From an optimization exercise on the open Yosys and OpenROAD flow, aimed at small area; shortcuts taken in it are not production practice.
The RTL of this run was laid out without a check of its function.
Power figures rest on the tool's default switching activity, not on a simulated workload.

===== design.v =====
`timescale 1ns / 1ps
module top_module(
    input  wire        clkr,
    input  wire        rst,
    input  wire        rxr,
    input  wire [4:0]  btnr,
    output wire        spr,
    output wire [7:0]  hr,
    output wire [7:0]  mr,
    output wire [4:0]  date,
    output wire [4:0]  month,
    output wire [7:0]  year,
    output wire [6:0]  seg,
    output wire [3:0]  an,
    output wire        dp
);
    reg [4:0] btnr_prev;
    reg [4:0] btnr_sync;
    wire btn_time_edge;
    wire btn_date_edge;
    wire btn_stopwatch;
    wire btn_sw_reset;       
    wire btn_sw_startstop;   
    always @(posedge clkr) begin
        if (rst) begin
            btnr_sync <= 5'b0;
            btnr_prev <= 5'b0;
        end else begin
            btnr_sync <= btnr;
            btnr_prev <= btnr_sync;
        end
    end
    assign btn_time_edge = btnr_sync[0] && !btnr_prev[0];
    assign btn_date_edge = btnr_sync[1] && !btnr_prev[1];
    assign btn_stopwatch = btnr_sync[2];   
    assign btn_sw_reset = btnr_sync[3] && !btnr_prev[3];      
    assign btn_sw_startstop = btnr_sync[4] && !btnr_prev[4];  
    reg tx_start;
    reg [7:0] tx_data;
    wire tx_busy;
    wire tx_out;
    uart_tx #(
        .BAUD_RATE(9600),
        .CLOCK_FREQ(153_600)
    ) uart_tx_inst (
        .clk(clkr),
        .rst(rst),
        .tx_start(tx_start),
        .tx_data(tx_data),
        .tx(tx_out),
        .tx_busy(tx_busy)
    );
    assign spr = tx_out;
    reg [1:0] tx_state;
    localparam TX_IDLE = 0, TX_WAIT_BUSY = 1, TX_WAIT_DONE = 2;
    always @(posedge clkr) begin
        if (rst) begin
            tx_state <= TX_IDLE;
            tx_start <= 0;
        end else
        case(tx_state)
            TX_IDLE: begin
                tx_start <= 0;
                if (btn_time_edge) begin
                    tx_data <= 8'd0;
                    tx_start <= 1;
                    tx_state <= TX_WAIT_BUSY;
                end
                else if (btn_date_edge) begin
                    tx_data <= 8'd1;
                    tx_start <= 1;
                    tx_state <= TX_WAIT_BUSY;
                end
            end
            TX_WAIT_BUSY: begin
                tx_start <= 0;
                if (tx_busy) begin
                    tx_state <= TX_WAIT_DONE;
                end
            end
            TX_WAIT_DONE: begin
                if (!tx_busy) begin
                    tx_state <= TX_IDLE;
                end
            end
            default: tx_state <= TX_IDLE;
        endcase
    end
    wire rx_ready;
    wire [7:0] rx_data;
    uart_rx #(
        .BAUD_RATE(9600),
        .CLOCK_FREQ(153_600)
    ) uart_rx_inst (
        .clk(clkr),
        .rst(rst),
        .rx(rxr),
        .rx_ready(rx_ready),
        .rx_data(rx_data)
    );
    reg [2:0] rx_state;
    reg [1:0] byte_count;
    localparam RX_IDLE = 0, RX_TIME = 1, RX_DATE = 2;
    reg [7:0] hr_reg, mr_reg, sec_reg;
    reg [4:0] date_reg, month_reg;
    reg [7:0] year_reg;
    assign hr = hr_reg;
    assign mr = mr_reg;
    assign date = date_reg;
    assign month = month_reg;
    assign year = year_reg;
    reg [9:0] clk_1hz_counter;
    reg clk_1hz_pulse;
    always @(posedge clkr) begin
        if (rst) begin
            clk_1hz_counter <= 0;
            clk_1hz_pulse <= 0;
        end else if (clk_1hz_counter == 1_000 - 1) begin
            clk_1hz_counter <= 0;
            clk_1hz_pulse <= 1;
        end else begin
            clk_1hz_counter <= clk_1hz_counter + 1;
            clk_1hz_pulse <= 0;
        end
    end
    always @(posedge clkr) begin
        if (rst) begin
            rx_state <= RX_IDLE;
            byte_count <= 0;
            hr_reg <= 0;
            mr_reg <= 0;
            sec_reg <= 0;
            date_reg <= 0;
            month_reg <= 0;
            year_reg <= 0;
        end else
        case(rx_state)
            RX_IDLE: begin
                byte_count <= 0;
                if (btn_time_edge) begin
                    rx_state <= RX_TIME;
                end
                else if (btn_date_edge) begin
                    rx_state <= RX_DATE;
                end
                else if (clk_1hz_pulse) begin
                    if (sec_reg == 59) begin
                        sec_reg <= 0;
                        if (mr_reg == 59) begin
                            mr_reg <= 0;
                            if (hr_reg == 23) begin
                                hr_reg <= 0;
                            end else begin
                                hr_reg <= hr_reg + 1;
                            end
                        end else begin
                            mr_reg <= mr_reg + 1;
                        end
                    end else begin
                        sec_reg <= sec_reg + 1;
                    end
                end
            end
            RX_TIME: begin
                if (rx_ready) begin
                    case(byte_count)
                        2'd0: hr_reg <= rx_data;
                        2'd1: mr_reg <= rx_data;
                        2'd2: sec_reg <= rx_data;
                    endcase
                    if (byte_count == 2'd2) begin
                        rx_state <= RX_IDLE;
                    end else begin
                        byte_count <= byte_count + 1;
                    end
                end
            end
            RX_DATE: begin
                if (rx_ready) begin
                    case(byte_count)
                        2'd0: date_reg <= rx_data[4:0];
                        2'd1: month_reg <= rx_data[4:0];
                        2'd2: year_reg <= rx_data;
                    endcase
                    if (byte_count == 2'd2) begin
                        rx_state <= RX_IDLE;
                    end else begin
                        byte_count <= byte_count + 1;
                    end
                end
            end
            default: rx_state <= RX_IDLE;
        endcase
    end
    wire [6:0] seg_sw;
    wire [3:0] an_sw;
    wire dp_sw;
    stopwatch_simple sw_inst (
        .CLK100MHZ(clkr),
        .rst(rst),
        .btn_reset(btn_sw_reset),
        .btn_startstop(btn_sw_startstop),
        .seg(seg_sw),
        .an(an_sw),
        .dp(dp_sw)
    );
    wire [6:0] seg_time;
    wire [3:0] an_time;
    wire dp_time;
    reg display_mode;
    always @(posedge clkr) begin
        if (rst) begin
            display_mode <= 0;
        end else if (btn_time_edge) begin
            display_mode <= 0;   
        end else if (btn_date_edge) begin
            display_mode <= 1;   
        end
    end
    seven_seg_display display_inst (
        .clk(clkr),
        .rst(rst),
        .hr(hr_reg),
        .mr(mr_reg),
        .date(date_reg),
        .month(month_reg),
        .mode(display_mode),
        .seg(seg_time),
        .an(an_time),
        .dp(dp_time)
    );
    assign seg = btn_stopwatch ? seg_sw : seg_time;
    assign an = btn_stopwatch ? an_sw : an_time;
    assign dp = btn_stopwatch ? dp_sw : dp_time;
endmodule
module seven_seg_display(
    input wire clk,
    input wire rst,
    input wire [7:0] hr,
    input wire [7:0] mr,
    input wire [4:0] date,
    input wire [4:0] month,
    input wire mode,   
    output reg [6:0] seg,
    output reg [3:0] an,
    output wire dp
);
    assign dp = 1'b1;   
    wire [3:0] hr_tens = hr / 10;
    wire [3:0] hr_ones = hr % 10;
    wire [3:0] mr_tens = mr / 10;
    wire [3:0] mr_ones = mr % 10;
    wire [3:0] date_tens = date / 10;
    wire [3:0] date_ones = date % 10;
    wire [3:0] month_tens = month / 10;
    wire [3:0] month_ones = month % 10;
    reg [1:0] digit_select;
    reg [5:0] refresh_counter;
    always @(posedge clk) begin
        if (rst) begin
            refresh_counter <= 0;
            digit_select <= 0;
        end else begin
        refresh_counter <= refresh_counter + 1;
        if (refresh_counter == 50) begin
            refresh_counter <= 0;
            digit_select <= digit_select + 1;
        end
        end
    end
    reg [3:0] bcd_digit;
    always @(*) begin
        if (mode == 0) begin
            case(digit_select)
                2'b00: begin an = 4'b1110; bcd_digit = mr_ones; end
                2'b01: begin an = 4'b1101; bcd_digit = mr_tens; end
                2'b10: begin an = 4'b1011; bcd_digit = hr_ones; end
                2'b11: begin an = 4'b0111; bcd_digit = hr_tens; end
            endcase
        end else begin
            case(digit_select)
                2'b00: begin an = 4'b1110; bcd_digit = month_ones; end
                2'b01: begin an = 4'b1101; bcd_digit = month_tens; end
                2'b10: begin an = 4'b1011; bcd_digit = date_ones; end
                2'b11: begin an = 4'b0111; bcd_digit = date_tens; end
            endcase
        end
    end
    always @(*) begin
        case(bcd_digit)
            4'd0: seg = 7'b1000000;
            4'd1: seg = 7'b1111001;
            4'd2: seg = 7'b0100100;
            4'd3: seg = 7'b0110000;
            4'd4: seg = 7'b0011001;
            4'd5: seg = 7'b0010010;
            4'd6: seg = 7'b0000010;
            4'd7: seg = 7'b1111000;
            4'd8: seg = 7'b0000000;
            4'd9: seg = 7'b0010000;
            default: seg = 7'b1111111;
        endcase
    end
endmodule
module uart_tx #(
    parameter BAUD_RATE = 9600,
    parameter CLOCK_FREQ = 100_000_000
)(
    input wire clk,
    input wire rst,
    input wire tx_start,
    input wire [7:0] tx_data,
    output reg tx,
    output reg tx_busy
);
    localparam integer CLK_PER_BIT = CLOCK_FREQ / BAUD_RATE;
    reg [3:0] clk_count;
    reg [3:0] bit_index;
    reg [7:0] tx_data_reg;
    reg [2:0] state;
    localparam IDLE = 3'd0;
    localparam START_BIT = 3'd1;
    localparam DATA_BITS = 3'd2;
    localparam STOP_BIT = 3'd3;
    always @(posedge clk) begin
        if (rst) begin
            tx <= 1'b1;
            tx_busy <= 1'b0;
            state <= IDLE;
            clk_count <= 0;
            bit_index <= 0;
        end else
        case(state)
            IDLE: begin
                tx <= 1'b1;
                clk_count <= 0;
                bit_index <= 0;
                tx_busy <= 1'b0;
                if (tx_start) begin
                    tx_data_reg <= tx_data;
                    tx_busy <= 1'b1;
                    state <= START_BIT;
                end
            end
            START_BIT: begin
                tx <= 1'b0;
                if (clk_count < CLK_PER_BIT - 1) begin
                    clk_count <= clk_count + 1;
                end else begin
                    clk_count <= 0;
                    state <= DATA_BITS;
                end
            end
            DATA_BITS: begin
                tx <= tx_data_reg[bit_index];
                if (clk_count < CLK_PER_BIT - 1) begin
                    clk_count <= clk_count + 1;
                end else begin
                    clk_count <= 0;
                    if (bit_index < 7) begin
                        bit_index <= bit_index + 1;
                    end else begin
                        bit_index <= 0;
                        state <= STOP_BIT;
                    end
                end
            end
            STOP_BIT: begin
                tx <= 1'b1;
                if (clk_count < CLK_PER_BIT - 1) begin
                    clk_count <= clk_count + 1;
                end else begin
                    clk_count <= 0;
                    state <= IDLE;
                end
            end
            default: state <= IDLE;
        endcase
    end
endmodule
module uart_rx #(
    parameter BAUD_RATE = 9600,
    parameter CLOCK_FREQ = 100_000_000
)(
    input wire clk,
    input wire rst,
    input wire rx,
    output reg rx_ready,
    output reg [7:0] rx_data
);
    localparam integer CLK_PER_BIT = CLOCK_FREQ / BAUD_RATE;
    reg [3:0] clk_count;
    reg [3:0] bit_index;
    reg [7:0] rx_data_reg;
    reg [2:0] state;
    reg rx_sync, rx_prev;
    localparam IDLE = 3'd0;
    localparam START_BIT = 3'd1;
    localparam DATA_BITS = 3'd2;
    localparam STOP_BIT = 3'd3;
    always @(posedge clk) begin
        if (rst) begin
            rx_sync <= 1'b1;
            rx_prev <= 1'b1;
        end else begin
            rx_sync <= rx;
            rx_prev <= rx_sync;
        end
    end
    always @(posedge clk) begin
        rx_ready <= 1'b0;
        if (rst) begin
            rx_data <= 8'd0;
            state <= IDLE;
            clk_count <= 0;
            bit_index <= 0;
        end else
        case(state)
            IDLE: begin
                clk_count <= 0;
                bit_index <= 0;
                if (rx_prev == 1'b1 && rx_sync == 1'b0) begin
                    state <= START_BIT;
                end
            end
            START_BIT: begin
                if (clk_count < (CLK_PER_BIT / 2) - 1) begin
                    clk_count <= clk_count + 1;
                end else begin
                    clk_count <= 0;
                    if (rx_sync == 1'b0) begin
                        state <= DATA_BITS;
                    end else begin
                        state <= IDLE;
                    end
                end
            end
            DATA_BITS: begin
                if (clk_count < CLK_PER_BIT - 1) begin
                    clk_count <= clk_count + 1;
                end else begin
                    clk_count <= 0;
                    rx_data_reg[bit_index] <= rx_sync;
                    if (bit_index < 7) begin
                        bit_index <= bit_index + 1;
                    end else begin
                        bit_index <= 0;
                        state <= STOP_BIT;
                    end
                end
            end
            STOP_BIT: begin
                if (clk_count < CLK_PER_BIT - 1) begin
                    clk_count <= clk_count + 1;
                end else begin
                    clk_count <= 0;
                    rx_ready <= 1'b1;
                    rx_data <= rx_data_reg;
                    state <= IDLE;
                end
            end
            default: state <= IDLE;
        endcase
    end
endmodule
module stopwatch_simple(
    input  wire CLK100MHZ,
    input  wire rst,
    input  wire btn_reset,       
    input  wire btn_startstop,   
    output reg  [6:0] seg,
    output reg  [3:0] an,
    output wire dp
);
    assign dp = 1'b1;   
    reg running;
    always @(posedge CLK100MHZ) begin
        if (rst || btn_reset) begin
            running <= 0;   
        end else if (btn_startstop) begin
            running <= ~running;   
        end
    end
    reg [6:0] cnt;
    reg tick_10hz;
    always @(posedge CLK100MHZ) begin
        if (rst) begin
            cnt <= 0;
            tick_10hz <= 0;
        end else if (cnt == 100 - 1) begin   
            cnt <= 0;
            tick_10hz <= 1;
        end else begin
            cnt <= cnt + 1;
            tick_10hz <= 0;
        end
    end
    reg [5:0] seconds;   
    reg [5:0] minutes;   
    reg [3:0] centisec;  
    always @(posedge CLK100MHZ) begin
        if (rst || btn_reset) begin
            seconds <= 0;
            minutes <= 0;
            centisec <= 0;
        end else if (running && tick_10hz) begin
            if (centisec == 9) begin
                centisec <= 0;
                if (seconds == 59) begin
                    seconds <= 0;
                    if (minutes == 59) begin
                        minutes <= 0;
                    end else begin
                        minutes <= minutes + 1;
                    end
                end else begin
                    seconds <= seconds + 1;
                end
            end else begin
                centisec <= centisec + 1;
            end
        end
    end
    wire [3:0] s1 = seconds % 10;
    wire [3:0] s10 = seconds / 10;
    wire [3:0] m1 = minutes % 10;
    wire [3:0] m10 = minutes / 10;
    reg [1:0] sel;
    reg [5:0] refresh_cnt;
    always @(posedge CLK100MHZ) begin
        if (rst) begin
            refresh_cnt <= 0;
            sel <= 0;
        end else begin
        refresh_cnt <= refresh_cnt + 1;
        if (refresh_cnt == 50) begin
            refresh_cnt <= 0;
            sel <= sel + 1;
        end
        end
    end
    reg [3:0] digit;
    always @(*) begin
        case(sel)
            2'b00: begin an = 4'b1110; digit = s1; end    
            2'b01: begin an = 4'b1101; digit = s10; end   
            2'b10: begin an = 4'b1011; digit = m1; end    
            2'b11: begin an = 4'b0111; digit = m10; end   
        endcase
    end
    always @(*) begin
        case(digit)
            4'd0: seg = 7'b1000000;
            4'd1: seg = 7'b1111001;
            4'd2: seg = 7'b0100100;
            4'd3: seg = 7'b0110000;
            4'd4: seg = 7'b0011001;
            4'd5: seg = 7'b0010010;
            4'd6: seg = 7'b0000010;
            4'd7: seg = 7'b1111000;
            4'd8: seg = 7'b0000000;
            4'd9: seg = 7'b0010000;
            default: seg = 7'b1111111;
        endcase
    end
endmodule

===== run.sh =====
#!/bin/bash
# synth_recipe.tcl (not shown) runs the flow's synth.tcl, then flattens the netlist and writes it again
# the make line also repeats each setting of config.mk as NAME=value (left out here)
make -C /OpenROAD-flow-scripts/flow DESIGN_CONFIG=/design/flow/config.mk WORK_HOME=/design/flow/orfs CLKGATE_MAP_FILE= SYNTH_SCRIPT=/design/flow/synth_recipe.tcl finish

===== config.mk =====
export PLATFORM = sky130hd
export DESIGN_NAME = top_module
export DESIGN_NICKNAME = top_module
export VERILOG_FILES = /design/flow/design.v
export SDC_FILE = /design/flow/constraint.sdc
export NUM_CORES = 4
export LEC_CHECK = 0
export CAP_MARGIN = 20
export CORE_MARGIN = 2
export CORE_UTILIZATION = 40
export SLEW_MARGIN = 20

===== constraint.sdc =====
create_clock -name core_clock -period 10.0 [get_ports {clkr}]
set_input_delay 2.0000 -clock core_clock [delete_from_list [all_inputs] [get_ports {clkr}]]
set_output_delay 2.0000 -clock core_clock [all_outputs]
set_load 0.01 [all_outputs]

==> flow_summary.toml <==
[synthesis]
synthSimpleGateAreaFrac = 0.213
synth.avg_cell_area_um2 = 8.46
ys_seq_elements = 154
synth-adder-area-share = 0.0882
muxShareOfSynthArea = 0.106
synth_area_mm2 = 0.00976
synth_cells = 1154
synth_xor_area_frac = 0.0377
async_flop_share = 0
yosysSeqAreaShare = 0.326
synthFlopType = "dfxtp_1"
ys_types = 89
ys.warnings.count = 5
synth_nets = 1230
synth_edf_count = 10
synth_compound_area_frac = 0.180
synth_top_family_by_area = "simple AND/OR/NAND/NOR gates"

[pwr]
powerDensity_mw_per_mm2 = 134
p_comb_frac = 0.121
p_sw_uw = 407
power.leakage_nw = 4.29
ir_worst_vdd_uv = 124
clkPwrFrac = 0.431
swShare = 0.275
power_frac_seq = 0.448
p_int_mw = 1.07

[global_routing]
grt_util_met1 = 0.224
overflow = 0
grt_pass1_wl_um = 37100
grt_pass1_vias = 7644
antenna_found_initial = 0
grt_max_degree = 92
top_usage_layer = "met2"
grt_usage = 0.172
met2_usage = 0.286
grtUsageMet3 = 0.0345

[setup_path]
critical_path.max_fanout = 22
critPathLaunchType = "flop"
critPathRequiredTime_ns = 8.00
critical_path_class = "flop to output port"
setup.worst_path.end_class = "output port"
worstPathArrival_ns = 5.79

[placement]
gp_congestion = 0.847
io_buffers = 53
post-place-ws_ns = 2.64
detailed_place_hpwl_um = 15800

[cts]
numClockSinks = 154
cts_tree = "yes"
cts_max_level = 4
cts_hold_buf = 0
numCtsBuffers = 17
cts-root-buf = "clkbuf_16"
clk_pin_slew_ns = 0.06
clk_path_buf_depth = 2
cts_setup_buffers = 0
insertion_delay_ns = 0.43
cts_resized = 0

[detailed_routing]
vias = 8361
vias_per_cell = 5.46
routed_wl_um = 22200
drc = 0
ant_nets = 0
drt_iter0_drc = 693
dr.pass1.iters = 6
routedWlPerCell_um = 14.5

[timing]
grt_setup_unrepaired = "no"
tightest_slew_ns = 1.01
max_freq_ghz = 0.128
fin_crit_ns = 7.79
maxSlewHeadroom = 0.328
finalCritPeriodShare = 0.779
finalMaxSlewViolations = 0
fin_tns_setup_ns = 0
finalSetupViolations = 0
worst_slack_ns = 2.21
finClkSkew_ns = 0.0118
hold_violations = 0

[flow_run]
maxCapViolations = 0

[final_layout]
largest_reg_flops = 16
layout_commonest_cell = "nor2_1"
syn2layout_area_growth_pct = 13.3
nNetsFinal = 1269
drive_gt1_frac = 0.0796
mostFrequentLayoutCells = "165 x nor2_1, 144 x dfxtp_1, 79 x nand2_1"
diodes = 0

[die]
row_count = 57
die_x_um = 160
die_area_mm2 = 0.0257
io_pins = 55
core-area_mm2 = 0.0241
die_h_um = 160
initial_utilization = 0.405

[hold_path]
min_path_type = "flop to flop"

[run_status]
outcome = "complete, no violations"
==> worst max-delay path, cell delays in order (launching register included) <==
cell and delay (ns):
dfxtp_1 0.37, inv_1 0.14, ha_1 0.15, buf_4 0.30, mux2i_1 0.46, inv_1 0.09
ha_1 0.22, o21ai_0 0.21, xnor2_1 0.14, ha_1 0.23, a311oi_1 0.27, o21ai_0 0.14
a221oi_1 0.48, xnor2_1 0.18, a21oi_1 0.09, a21oi_1 0.28, inv_1 0.11, a21oi_2 0.19
ha_1 0.24, nand4_1 0.09, o21ai_0 0.19, nor4_1 0.08, o31a_1 0.24, clkdlybuf4s50_1 0.47
==> path summary, 6_finish.rpt <==
| path | from | end | slack (ns) | depth (start not counted) |
|---|---|---|---|---|
| hold reg to reg | tx_data | uart_tx_inst.tx_data_reg[0] | 0.44 | 0 |
| hold / removal | tx_data | uart_tx_inst.tx_data_reg[0] | 0.44 | 0 |
| setup reg to reg | sw_inst.running | sw_inst.minutes[5] | 7.01 | 7 |
| setup / recovery | display_inst.digit_select[0] | seg[4] | 2.21 | 23 |
==> synth_stat cells, drive strengths merged, types with 3 or more instances <==
master / instances / area (um^2)
a211oi: 13 / 97.6
mux2: 25 / 285
inv: 54 / 203
o21ai: 66 / 330
a21oi: 66 / 360
nor2b: 16 / 100
nor4: 11 / 68.8
nand4: 18 / 113
ha: 68 / 851
nand4b: 4 / 35.0
dfxtp: 144 / 2880
a221oi: 5 / 61.3
o211ai: 15 / 118
o2111ai: 3 / 26.3
and2: 6 / 38.8
a21boi: 4 / 30.0
o41ai: 4 / 35.0
a31oi: 10 / 62.6
clkbuf: 24 / 100
a22o: 8 / 70.1
a22oi: 14 / 105
nor2: 166 / 631
mux2i: 73 / 747
or3b: 4 / 35.0
xor2: 21 / 184
or3: 5 / 32.5
o31ai: 9 / 67.6
nand2: 79 / 297
nor3b: 11 / 87.6
edfxtp: 10 / 300
buf: 13 / 115
nor3: 34 / 170
and3: 17 / 108
a21o: 5 / 37.5
a31o: 3 / 35.0
or2: 8 / 50.1
a221o: 5 / 50.1
nand2b: 8 / 50.1
a311oi: 4 / 35.0
nand3: 39 / 195
xnor2: 21 / 184
o31a: 4 / 37.5
==> per-layer routing <==
metal  part of all wire  vias to the layer above
met4              0.021                        0
met1               0.47                     3909
met5                  0                        -
met2               0.46                      171
met3              0.044                       34
li1                   -                     4247
==> cell families after synthesis <==
family | after synthesis
AOI/OAI and AO/OA | 261
xor gates and xnor gates | 42
adders and majority gates | 69
buffers and inverters | 95
DFF | 154
muxes | 98
other | 1
and+or+nand+nor | 434
==> power groups by stage <==
stage	logic [mW]	registers, mW	clock network [mW]
2_1_floorplan	0.132	0.672	0
3_3_place_gp	0.177	0.676	0
3_5_place_dp	0.178	0.677	0
4_1_cts	0.180	0.663	0.656
5_1_grt	0.201	0.666	0.677
6_report	0.179	0.663	0.637
==> layout make-up <==
cell class	count	area, um^2
inverters	55	206
flip-flops and latches	154	3180
clock buffers	18	429
clock inverters	14	150
repair buffers	60	578
multi-input cells	905	6110
fillers	2428	13000
well taps	324	405
==> metrics by stage <==
stage | power, mW | cell area (um^2) | hold slack, ns | instances | util
floorplan | 0.804 | 9760 | 0.400 | 1154 | -
global route | 1.54 | 11100 | 0.448 | 1530 | 0.459
CTS | 1.50 | 11100 | 0.441 | 1529 | 0.459
finish | 1.48 | 11100 | 0.436 | 1530 | 0.459
detailed placement | 0.855 | 10500 | 0.426 | 1497 | 0.435
global placement | 0.853 | 10500 | 0.419 | 1497 | 0.434

==> port drivers added, routing unchanged <==
The results above use ideal ports. As a check the final layout listed here was re-extracted and re-timed, cells and wires unchanged.
Step 1: set_driving_cell puts a clkbuf_16 on clkr and a buf_2 on each other input, an assumption about the parent block.
Step 2 also shifts input and output timing later by t, the mid clock arrival at the registers, as if the neighbouring blocks saw the same clock.
Slacks: ideal ports / drivers / drivers and shift; pairs: ideal ports / drivers.
t (ns): 0.468
setup slack, ns: 2.215 / 2.168 / 2.636
pins driven straight from the clock port: 1
After both steps this run still meets setup and hold. For this run, drivers alone change the setup slack by -0.047 ns; drivers and shift together by +0.421 ns.
